Source: an optimization exercise on an open RTL-to-GDS flow (aim: small area). Production flows keep margins and buffers that such runs may drop. Function was checked by simulation only, so behaviour that the tests miss may differ from the original. No driver is modelled on the clock port, so clocking that relies on it looks cheaper here than on a real chip. No activity file was given, so power comes from the tool's default toggle rates.

==> design/flow/design.v <==
module cpu(clk, reset, read_data, mem_addr, mem_cmd, out, N, V, Z, w);
    input clk, reset;
    input [15:0] read_data;
    output [8:0] mem_addr;
    output [1:0] mem_cmd;
    output [15:0] out;
    output N, V, Z, w;
    reg [127:0] rf;          
    reg [15:0] ob;           
    reg [8:0] pc;            
    reg [8:0] nx;            
    reg [2:0] cnt;           
    reg fn, fv, fz;          
    reg ac;                  
    reg pcr;                 
    reg ph2;                 
    reg ld;                  
    reg hlt;
    wire [15:0] ir = read_data;
    wire [2:0] opc = ir[15:13];
    wire [1:0] op = ir[12:11];
    wire [2:0] rn = ir[10:8];
    wire [2:0] rd = ir[7:5];
    wire [2:0] rm = ir[2:0];
    wire [1:0] sh = ir[4:3];
    wire mp = ob[15];
    wire c0 = (cnt == 3'd0);
    wire c6 = (cnt == 3'd6);
    wire c7 = (cnt == 3'd7);
    wire f1 = ~ph2 & ~ld & ~hlt;
    wire i_movi = (opc == 3'b110) & (op == 2'b10);
    wire i_movr = (opc == 3'b110) & (op == 2'b00);
    wire i_alu  = (opc == 3'b101);
    wire i_cmp  = i_alu & (op == 2'b01);
    wire i_and  = i_alu & (op == 2'b10);
    wire i_mvn  = i_alu & (op == 2'b11);
    wire i_ldr  = (opc == 3'b011) & (op == 2'b00);
    wire i_str  = (opc == 3'b100) & (op == 2'b00);
    wire i_b    = (opc == 3'b001) & (op == 2'b00);
    wire i_bl   = (opc == 3'b010) & (op == 2'b11) & (rn == 3'b111);
    wire i_blx  = (opc == 3'b010) & (op == 2'b10) & (rn == 3'b111);
    wire i_bx   = (opc == 3'b010) & (op == 2'b00) & (rn == 3'b000);
    wire i_halt = ~(i_movi | i_movr | i_alu | i_ldr | i_str | i_b | i_bl | i_blx | i_bx);
    wire [2:0] bs = (i_str | i_bx | i_blx) ? rd : rm;
    reg [1:0] ndig, bdig;
    reg bla;
    always @(*) begin
        case (rn)
            3'd0: ndig = rf[1:0];
            3'd1: ndig = rf[17:16];
            3'd2: ndig = rf[33:32];
            3'd3: ndig = rf[49:48];
            3'd4: ndig = rf[65:64];
            3'd5: ndig = rf[81:80];
            3'd6: ndig = rf[97:96];
            default: ndig = rf[113:112];
        endcase
        case (bs)
            3'd0: {bla, bdig} = rf[2:0];
            3'd1: {bla, bdig} = rf[18:16];
            3'd2: {bla, bdig} = rf[34:32];
            3'd3: {bla, bdig} = rf[50:48];
            3'd4: {bla, bdig} = rf[66:64];
            3'd5: {bla, bdig} = rf[82:80];
            3'd6: {bla, bdig} = rf[98:96];
            default: {bla, bdig} = rf[114:112];
        endcase
    end
    reg [1:0] pdig;
    always @(*)
        case (cnt)
            3'd0: pdig = pc[1:0];
            3'd1: pdig = pc[3:2];
            3'd2: pdig = pc[5:4];
            3'd3: pdig = pc[7:6];
            3'd4: pdig = {1'b0, pc[8]};
            default: pdig = 2'b00;
        endcase
    wire pci = c0 | pcr;
    wire pcm = pdig[0] & pci;
    wire [1:0] pinc = {(pdig[1] ^ pcm) & ~cnt[2], pdig[0] ^ pci};
    reg [1:0] im8d;
    always @(*)
        case (cnt)
            3'd0: im8d = ir[1:0];
            3'd1: im8d = ir[3:2];
            3'd2: im8d = ir[5:4];
            3'd3: im8d = ir[7:6];
            default: im8d = {2{ir[7]}};
        endcase
    wire [1:0] im5d = (cnt == 3'd0) ? ir[1:0] : (cnt == 3'd1) ? ir[3:2] : {2{ir[4]}};
    reg [1:0] shd;
    always @(*)
        case (sh)
            2'b00: shd = bdig;
            2'b01: shd = {bdig[0], mp & ~c0};
            2'b10: shd = {bla & ~c7, bdig[1]};
            default: shd = {c7 ? bdig[1] : bla, bdig[1]};
        endcase
    wire [1:0] bop = (i_movi | i_b | i_bl) ? im8d :
                     (i_ldr | i_str) ? im5d :
                     (i_bx | i_blx) ? bdig : shd;
    wire [1:0] aop = (i_b | i_bl) ? pdig :
                     (i_alu & ~i_mvn) | i_ldr | i_str ? ndig : 2'b00;
    wire invb = i_cmp | i_mvn;
    wire cin0 = i_cmp | i_b | i_bl;
    wire ci = c0 ? cin0 : ac;
    wire [1:0] bb = bop ^ {2{invb}};
    wire s0 = aop[0] ^ bb[0] ^ ci;
    wire c1 = (aop[0] & bb[0]) | (ci & (aop[0] ^ bb[0]));
    wire s1 = aop[1] ^ bb[1] ^ c1;
    wire co = (aop[1] & bb[1]) | (c1 & (aop[1] ^ bb[1]));
    wire [1:0] res = i_and ? (aop & bop) : {s1, s0};
    reg taken;
    always @(*)
        case (rn)
            3'd0: taken = 1'b1;
            3'd1: taken = ~fv & ~fn & fz;
            3'd2: taken = ~fz;
            3'd3: taken = (fv ^ fn) & ~fz;
            3'd4: taken = ((fv ^ fn) & ~fz) | (~fv & ~fn & fz);
            default: taken = 1'b0;
        endcase
    wire use_alu = (i_b & taken) | i_bl | i_ldr | i_str | i_bx | (i_blx & (rd != 3'd7));
    wire [1:0] sdig = (f1 & use_alu) ? res : pinc;
    wire wen = (f1 & (i_movi | i_movr | (i_alu & ~i_cmp) | i_bl | i_blx)) | ld & ph2;
    wire [2:0] wdst = (f1 & (i_movi | i_bl | i_blx)) ? rn : rd;    
    wire [1:0] wdat = ph2 ? ob[1:0] : (i_bl | i_blx) ? pinc : res;
    integer i;
    always @(posedge clk)
        for (i = 0; i < 8; i = i + 1)
            rf[16*i +: 16] <= {(wen && wdst == i) ? wdat : rf[16*i +: 2], rf[16*i+2 +: 14]};
    wire enter2 = ~ph2 & (ld | (f1 & i_str));
    wire memw = c0 & ph2 & ~ld;
    wire sel_nx = (c7 & ~(ld & ~ph2)) | (c6 & f1 & i_ldr) | memw;
    assign mem_addr = sel_nx ? nx : pc;
    assign mem_cmd = {~memw, memw};
    assign out = ob;
    assign N = fn;
    assign V = fv;
    assign Z = fz;
    assign w = hlt;
    always @(posedge clk) begin
        ob <= (ld & ~ph2 & c7) ? read_data : {bdig, ob[15:2]};
        ac <= co;
        pcr <= pdig[1] & pcm;
        if (f1 & i_cmp) begin
            fz <= (c0 | fz) & ~(s1 | s0);
            if (c7) begin
                fn <= s1;
                fv <= c1 ^ co;
            end
        end
        if (c7 & ~enter2)
            pc <= nx;
        if (reset) begin
            cnt <= 3'd7;
            ph2 <= 1'b1;
            ld <= 1'b0;
            hlt <= 1'b0;
            nx <= 9'd0;
        end else begin
            cnt <= cnt + 3'd1;
            if (c7)
                ph2 <= enter2;
            if (f1 & c6 & i_ldr)
                ld <= 1'b1;
            else if (ph2 & c7)
                ld <= 1'b0;
            hlt <= hlt | (f1 & i_halt);
            case (cnt)
                3'd0: nx[1:0] <= sdig;
                3'd1: nx[3:2] <= sdig;
                3'd2: nx[5:4] <= sdig;
                3'd3: nx[7:6] <= sdig;
                3'd4: nx[8] <= sdig[0];
                default: ;
            endcase
        end
    end
endmodule
==> design/flow/flow/run.sh <==
#!/bin/bash
# Own layout flow: the standard ORFS flow (standard.sh) with three changes
#  - synthesis maps logic with an area-oriented ABC script (flow/abc.script,
#    which restructures the logic with &deepsyn for 30 s) and
#    leaves adders to ABC instead of the fa/ha cells; the registers are mapped
#    exactly as in the standard synthesis (that step is untouched);
#  - port buffers are sky130_fd_sc_hd__buf_1 (every port still gets one);
#  - CTS builds leaves of at most 13 flip-flops (flow/pre_cts.tcl) with
#    clkbuf_4, inserts no dummy loads, and upsizes to clkbuf_8 the buffers
#    whose clock slew would be high (flow/post_cts.tcl).
# Each tool's output goes to a log file in the work folder.
set -euo pipefail
cd "$(dirname "$0")/.."
W=$PWD
rm -rf "$W/scripts_abc"
cp -r "$FLOW_HOME/scripts" "$W/scripts_abc"
cp "$W/flow/abc.script" "$W/scripts_abc/abc_area.script"
export SCRIPTS_DIR="$W/scripts_abc"
export ADDER_MAP_FILE=
export BUFFER_PORTS_ARGS="-buffer_cell sky130_fd_sc_hd__buf_1"
export CTS_ARGS="-repair_clock_nets -dont_use_dummy_load -buf_list sky130_fd_sc_hd__clkbuf_4"
export PRE_CTS_TCL="$W/flow/pre_cts.tcl"
export POST_CTS_TCL="$W/flow/post_cts.tcl"
bash standard.sh synth > "$W/synth.log" 2>&1
bash standard.sh > "$W/layout.log" 2>&1
==> design/flow/flow/abc.script <==
strash
scorr
dc2
strash
&get -n
&deepsyn -T 30
&put
dch -f
amap
==> design/flow/flow/post_cts.tcl <==
# Upsize to clkbuf_8 each clkbuf_4 of the clock tree whose loads see a clock
# slew over 115 ps (placement estimate); the others stay clkbuf_4. Then
# legalize, and lift the fanout limit set for CTS.
estimate_parasitics -placement
set n 0
foreach inst [get_cells *] {
  if {[get_property $inst ref_name] ne "sky130_fd_sc_hd__clkbuf_4"} { continue }
  set out [get_pins -of_objects $inst -filter "direction==output"]
  set w 0
  foreach p [get_pins -of_objects [get_nets -of_objects $out] -filter "direction==input"] {
    set s [get_property $p slew_max]
    if {$s > $w} { set w $s }
  }
  puts "clock buffer [get_property $inst name]: load slew $w"
  if {$w > 0.115} {
    replace_cell $inst sky130_fd_sc_hd__clkbuf_8
    incr n
  }
}
puts "clock buffers upsized: $n"
detailed_placement
set_max_fanout 10000 [current_design]
==> design/flow/flow/pre_cts.tcl <==
# Leaf clusters of at most 13 flip-flops, so that clkbuf_4 leaves can drive them.
set_max_fanout 13 [current_design]
==> design/flow/standard.sh <==
#!/bin/bash
# synth_recipe.tcl (not shown) runs the flow's synth.tcl, then flattens the netlist and writes it again
# the make line also repeats each setting of config.mk as NAME=value (left out here)
make -C /OpenROAD-flow-scripts/flow DESIGN_CONFIG=/design/flow/config.mk WORK_HOME=/design/flow/orfs CLKGATE_MAP_FILE= SYNTH_SCRIPT=/design/flow/synth_recipe.tcl "${@:-finish}"
==> design/flow/config.mk <==
export PLATFORM = sky130hd
export DESIGN_NAME = cpu
export DESIGN_NICKNAME = cpu
export VERILOG_FILES = /design/flow/design.v
export SDC_FILE = /design/flow/constraint.sdc
export NUM_CORES = 4
export LEC_CHECK = 0
export ABC_AREA = 1
export CAP_MARGIN = 20
export CORE_MARGIN = 2
export CORE_UTILIZATION = 60
export SLEW_MARGIN = 20
==> design/flow/constraint.sdc <==
create_clock -name core_clock -period 10.0 [get_ports {clk}]
set_input_delay 2.0000 -clock core_clock [delete_from_list [all_inputs] [get_ports {clk}]]
set_output_delay 2.0000 -clock core_clock [all_outputs]
set_load 0.01 [all_outputs]
==> results.yml, run 1 <==
pwr:
  power_switching_uw: 298
  p_comb_share_pct: 9.9
  seq_power_share_pct: 64.0
  peakVddDrop_v: 0.000138
  cell_internal_pwr_uw: 868
  p_leak_nw: 2.21
  finalPower_mw: 1.17
  p_sw_share_pct: 25.6
  power.density_nw_per_um2: 198
  p_clk_share_pct: 26.2
detailed_routing:
  wl_per_cell_microns: 19.1
  via_per_inst: 5.79
  drt_iter0_markers: 300
  first_pass_iters: 5
  drt_wl_total_microns: 13500
  ant_nets: 0
  drcViolationCount: 0
  num_vias: 4096
run_status:
  outcome: "finished clean"
critical_path:
  crit_start: "read_data[9]"
  worst_setup_path_start_kind: "primary input"
  crit_path_max_fanout: 8
  reg2reg_from: "cnt[0]"
  critPathRequiredTime_ns: 10.32
  crit_type: "in -> reg"
  crit_path_end_kind: "flop"
  crit_arrival_ns: 7.44
  r2r_slack_ns: 5.96
  reg2reg_depth: 18
  rr_endpoint: "rf[111]"
placed_design:
  finalWeightedCongestion: 0.955
  port_buffers: 48
  dp_slack_ns: 2.65
  dp.final_hpwl_microns: 10300
logic_synthesis:
  yosysSeqAreaShare_pct: 66.5
  syn_nets: 552
  synth_cells: 534
  yosysWarnings: 1
  synthesis.area_sq_um: 5390
  avgSynthCellArea_sq_um: 10.1
  synth_cell_type_count: 37
  ys_seq_elements: 173
layout:
  diodes: 0
  drive_gt1_share_pct: 3.50
  final_common_cell: "dfxtp_1"
  final_cell_mix: "161 x dfxtp_1, 75 x clkinv_1, 73 x nor2_1"
  syn_to_final_growth_pct: 9.18
  final_nets: 620
timing:
  hold_viol: 0
  period_share_pct: 71.1
  fin_skew_ns: 0.0384
  fmax_mhz: 141
  setup_viol: 0
  tns_ns: 0
  slew_headroom_pct: 49.8
  rsz0062_at_grt: "false"
  worst_pin_slew_ns: 0.733
  slew_viol_final: 0
  min_period_ns: 7.11
  setup_slack_ns: 2.89
global_route:
  grt_antenna_before_repair: 0
  grt_max_degree: 30
  grt_pass1_vias: 3936
  grt_pass1_wl_microns: 21000
  grt_usage_pct: 28.6
  grt_overflow: 0
min_path:
  hold_class: "reg -> reg"
  hold_start: "rf[111]"
  holdPathStages: 0
  min_to: "rf[109]"
floorplan:
  die_y_microns: 98.8
  rows: 34
  pin_count: 49
  dieArea_sq_um: 9750
  die_w_microns: 98.8
  core_region_area_sq_um: 8720
  start_util_pct: 61.8
cts:
  cts_tree: "yes"
  clock_latency_ns: 0.43
  cts.sink_count: 173
  clkTransAtPathRegs_ns: 0.10
run:
  drv_cap: 0
[per-layer routing]
metal  part of all wire (%)  GRT usage, %  vias to the layer above
met1                     42          36.6                     1900
met5                      0             0                        -
met4                    2.5          10.9                        0
met2                     49          47.5                      187
li1                       -             -                     1976
met3                    6.3          6.45                       33
[registers in the layout, indices dropped and copies added, names as in the netlist, 3 cells and up]
name and flops:
rf 128, ob 16, nx 9, pc 9
cnt 3
[per-stage QoR]
stage,hold WS (ns),instances,utilization (%),cell area (sq um)
after global routing,0.319,708,67.4,5880
after floorplan,0.310,534,-,5390
after global placement,0.310,691,65.5,5710
final,0.314,708,67.4,5880
after detailed placement,0.312,691,65.5,5710
[critical path, cell delays in order]
cell	delay (ns)
buf_1	0.15
nor2_1	0.45
clkinv_1	0.20
nor4_1	0.37
o21bai_1	0.25
nor2_1	0.16
o22ai_1	0.37
clkinv_1	0.22
nand2_1	0.17
nor2_1	0.06
o41ai_1	0.67
nor2_1	0.11
o41ai_1	0.52
nor2_1	0.07
a21oi_1	0.16
and2_0	0.22
nor2_1	0.07
nor2_1	0.09
a21oi_1	0.08
o22ai_1	0.26
nor3_1	0.07
a221o_1	0.44
o22a_1	0.26
[power by group through the flow]
stage	clock network (mW)	logic (mW)	registers, mW
final	0.305	0.115	0.746
after global routing	0.337	0.127	0.749
after detailed placement	0	0.113	0.761
after global placement	0	0.111	0.760
after floorplan	0	0.0685	0.759
[Yosys cell counts]
| cell | number | share of area (%) |
|---|---|---|
| a2111oi_0 | 4 | 0.65 |
| a211oi_1 | 4 | 0.56 |
| a21boi_0 | 1 | 0.14 |
| a21oi_1 | 25 | 2.3 |
| a221o_1 | 2 | 0.37 |
| a221oi_1 | 4 | 0.65 |
| a222oi_1 | 1 | 0.19 |
| a22o_1 | 2 | 0.33 |
| a22oi_1 | 1 | 0.14 |
| a31oi_1 | 4 | 0.46 |
| a32o_1 | 2 | 0.37 |
| a32oi_1 | 1 | 0.16 |
| a41o_1 | 1 | 0.19 |
| and2_0 | 1 | 0.12 |
| and3_1 | 6 | 0.70 |
| buf_4 | 2 | 0.28 |
| clkinv_1 | 75 | 5.2 |
| dfxtp_1 | 161 | 60 |
| edfxtp_1 | 12 | 6.7 |
| nand2_1 | 44 | 3.1 |
| nand2b_1 | 2 | 0.23 |
| nand3_1 | 5 | 0.46 |
| nor2_1 | 73 | 5.1 |
| nor3_1 | 13 | 1.2 |
| nor4_1 | 3 | 0.35 |
| o21a_1 | 1 | 0.14 |
| o21ai_0 | 30 | 2.8 |
| o21bai_1 | 2 | 0.28 |
| o221a_1 | 1 | 0.21 |
| o221ai_1 | 3 | 0.49 |
| o22a_1 | 9 | 1.5 |
| o22ai_1 | 30 | 3.5 |
| o31ai_1 | 1 | 0.14 |
| o32a_1 | 1 | 0.19 |
| o32ai_1 | 2 | 0.33 |
| o41ai_1 | 3 | 0.49 |
| or2_0 | 2 | 0.23 |
[cell families (layout without fill, tap and decap cells)]
family | count (synthesis) | count (layout) | share of synthesized area, %
AO/OA/AOI/OAI | 135 | 135 | 16.5
buffers and inverters | 77 | 143 | 5.51
flip-flops | 173 | 173 | 66.5
AND/OR/NAND/NOR | 149 | 149 | 11.5
[final cells by class]
| class | count | area [sq um] |
|---|---|---|
| Fill cell | 656 | 2840 |
| Sequential cell | 173 | 3580 |
| Multi-Input combinational cell | 284 | 1510 |
| Clock buffer | 17 | 165 |
| Timing Repair Buffer | 51 | 203 |
| Inverter | 75 | 282 |
| Tap cell | 108 | 135 |
[worst max path at each step]
stage	to	cells after the start
after floorplan	rf[63]	22
final	rf[63]	23
after detailed placement	rf[63]	22
after global routing	rf[111]	24
after global placement	rf[63]	23
==> inputs of run 2 (changes only) <==
--- a/design/flow/flow/post_cts.tcl
+++ b/design/flow/flow/post_cts.tcl
@@ -1,3 +1,3 @@
 # Upsize to clkbuf_8 each clkbuf_4 of the clock tree whose loads see a clock
-# slew over 115 ps (placement estimate); the others stay clkbuf_4. Then
+# slew over 110 ps (placement estimate); the others stay clkbuf_4. Then
 # legalize, and lift the fanout limit set for CTS.
@@ -14,3 +14,3 @@
   puts "clock buffer [get_property $inst name]: load slew $w"
-  if {$w > 0.115} {
+  if {$w > 0.110} {
     replace_cell $inst sky130_fd_sc_hd__clkbuf_8
==> results.yml, run 2 <==
placed_design:
  port_buffers: 48
  finalWeightedCongestion: 0.955
  dp.final_hpwl_microns: 10300
layout:
  fin_util_pct: 67.6
  final_common_cell: "dfxtp_1"
  final_nets: 620
  largest_register_ff_count: 128
  final_cell_mix: "161 x dfxtp_1, 75 x clkinv_1, 73 x nor2_1"
  syn_to_final_growth_pct: 9.41
  drive_gt1_share_pct: 3.50
  diodes: 0
  largest-register: "rf"
  largestRegisters: "rf (128), ob (16)"
critical_path:
  worstPathCellList: "buf_1, nor2_1, clkinv_1, nor4_1, o21bai_1, nor2_1, o22ai_1, clkinv_1, nand2_1, nor2_1, o41ai_1, nor2_1, o41ai_1, nor2_1, a21oi_1, and2_0, nor2_1, nor2_1, a21oi_1, o22ai_1, nor3_1, a221o_1, o22a_1"
  crit_path_max_fanout: 8
  critPathBufInv: 3
  crit_type: "in -> reg"
  critPathRequiredTime_ns: 10.34
  reg2reg_depth: 18
  path_common_cell: "nor2_1"
  crit_path_end_kind: "flop"
  crit_family: "compound AO/OA/AOI/OAI gates"
  slowest_stage: "o41ai_1"
  max_stage_delay_ns: 0.66
  worst-path-stages: 23
  crit_arrival_ns: 7.41
  worst_setup_path_start_kind: "primary input"
timing:
  slew_viol_final: 0
  rsz0062_at_grt: "false"
  worst_pin_slew_ns: 0.671
  fin_skew_ns: 0.0376
  hold_viol: 0
  setup_viol: 0
  fmax_mhz: 141
  min_period_ns: 7.07
  slew_headroom_pct: 54.1
  tns_ns: 0
  period_share_pct: 70.7
run_status:
  outcome: "finished clean"
floorplan:
  pin_count: 49
  die_y_microns: 98.8
  start_util_pct: 61.8
  rows: 34
  dieArea_sq_um: 9750
  die_w_microns: 98.8
  core_region_area_sq_um: 8720
logic_synthesis:
  ys_seq_elements: 173
  syn_nets: 552
  synthesis.area_sq_um: 5390
  synth_edf_count: 12
  synth.most_common_cell: "dfxtp_1"
  synth_commonest_cells: "161 x dfxtp_1, 75 x clkinv_1, 73 x nor2_1"
  synth_area_leaders: "dfxtp_1 60%, edfxtp_1 6.7%, clkinv_1 5.2%, nor2_1 5.1%, o22ai_1 3.5%"
  synth_top_area_cell: "dfxtp_1"
  synth_cell_type_count: 37
  avgSynthCellArea_sq_um: 10.1
  synth_flop_cell: "dfxtp_1"
  post-synth-top-area-fraction_pct: 59.8
  yosysSeqAreaShare_pct: 66.5
  synthArstFlopShare_pct: 0
  synth_cells: 534
  yosysWarnings: 1
detailed_routing:
  wl_per_cell_microns: 19.1
  first_pass_iters: 5
  drcViolationCount: 0
  drt_iter0_markers: 292
  num_vias: 4093
  drt_wl_total_microns: 13500
  ant_nets: 0
  via_per_inst: 5.78
global_route:
  grt_antenna_before_repair: 0
  grt_usage_pct: 28.6
  grt_use_met1_pct: 36.7
  grt_max_degree: 30
  grt_pass1_vias: 3923
  use_met2_pct: 47.5
  top_usage_layer: "met2"
  met3_usage_pct: 6.17
  grt_pass1_wl_microns: 21100
  grt_overflow: 0
cts:
  clock_latency_ns: 0.44
  cts_tree: "yes"
  clkTransAtPathRegs_ns: 0.11
  cts.sink_count: 173
pwr:
  p_comb_share_pct: 9.8
  power_switching_uw: 300
  power.density_nw_per_um2: 200
  p_sw_share_pct: 25.5
  seq_power_share_pct: 63.4
  p_leak_nw: 2.21
  cell_internal_pwr_uw: 876
  p_clk_share_pct: 26.8
  peakVddDrop_v: 0.000151
min_path:
  hold_class: "reg -> reg"
  holdPathStages: 0
run:
  drv_cap: 0
==> run 2: cell counts after synthesis <==
Identical to the previous run, type by type.
==> run 2: power by group through the flow <==
stage                     registers, mW  logic (mW)  clock network, mW
final                             0.746       0.115              0.315
after floorplan                   0.759      0.0685                  0
after detailed placement          0.761       0.113                  0
after global routing              0.748       0.127              0.347
after global placement            0.760       0.111                  0
==> run 2: routing by layer <==
metal  wire length (microns)  vias to the layer above
li1                        -                     1977
met1                    5700                     1891
met2                    6540                      178
met3                     819                       47
met4                     461                        0
met5                       0                        -
==> run 2: area by class of cell <==
class | count | area [sq um]
Tap cell | 108 | 135
Sequential cell | 173 | 3580
Multi-Input combinational cell | 284 | 1510
Clock buffer | 17 | 178
Timing Repair Buffer | 51 | 203
Fill cell | 653 | 2830
Inverter | 75 | 282
==> run 2: path summary, 6_finish.rpt <==
path	from	end	slack (ns)
setup / recovery	read_data[9]	rf[63]	2.93
hold / removal	rf[38]	rf[36]	0.29
hold reg to reg	rf[38]	rf[36]	0.29
setup reg to reg	cnt[0]	rf[111]	5.98
==> run 2: worst reg2reg max path: stages (launching register included) <==
cell	delay, ns
dfxtp_1	0.35
nor2_1	0.13
clkinv_1	0.09
nor2_1	0.41
clkinv_1	0.44
o22ai_1	0.24
a21oi_1	0.08
a221oi_1	0.31
nand2_1	0.09
o21ai_0	0.12
nor2_1	0.08
o21ai_0	0.35
nor2_1	0.09
a21oi_1	0.23
o22ai_1	0.15
nor3_1	0.14
a221o_1	0.39
nor2_1	0.09
a21oi_1	0.14
==> run 2: kinds of logic after synthesis <==
kind of cell | count (synthesis) | share of synthesized area [%]
compound gates | 135 | 16.5
buf+inv | 77 | 5.51
flops | 173 | 66.5
simple gates | 149 | 11.5
==> run 2: metrics by stage <==
step / power, mW / instances / hold WS [ns] / worst slack, ns / instance area, sq um
finish: 1.18 / 708 / 0.292 / 2.93 / 5890
global route: 1.22 / 708 / 0.288 / 2.31 / 5890
floorplan: 0.828 / 534 / 0.310 / 3.87 / 5390
global placement: 0.870 / 691 / 0.310 / 2.97 / 5710
detailed placement: 0.874 / 691 / 0.312 / 2.65 / 5710

-- static timing again, ports no longer ideal --
No port has a modelled driver above. Below, the same layouts with a new extraction and two added sets of constraints. Step 1: set_driving_cell puts a clkbuf_16 on clk and a buf_2 on each other input, an assumption about the parent block. Step 2, shift: input delay + t, output delay - t, t = (earliest + latest rising clock arrival at the registers) / 2. This alone moves slack from input paths to output paths. a / b / c = ideal / step 1 / step 2; a / b = the first two.
run	t, ns	slack for setup (ns)	worst setup path at the end	worst slew at a driven data input, ns	cell pins on the clock port's net
run 1	0.445	2.889 / 2.902 / 2.457	input to register	0.04	1
run 2	0.452	2.930 / 2.943 / 2.491	input to register	0.04	1
After both steps every run listed still meets setup and hold. For run 2, which loses most, drivers alone change the setup slack by +0.013 ns; drivers and shift together by -0.439 ns.
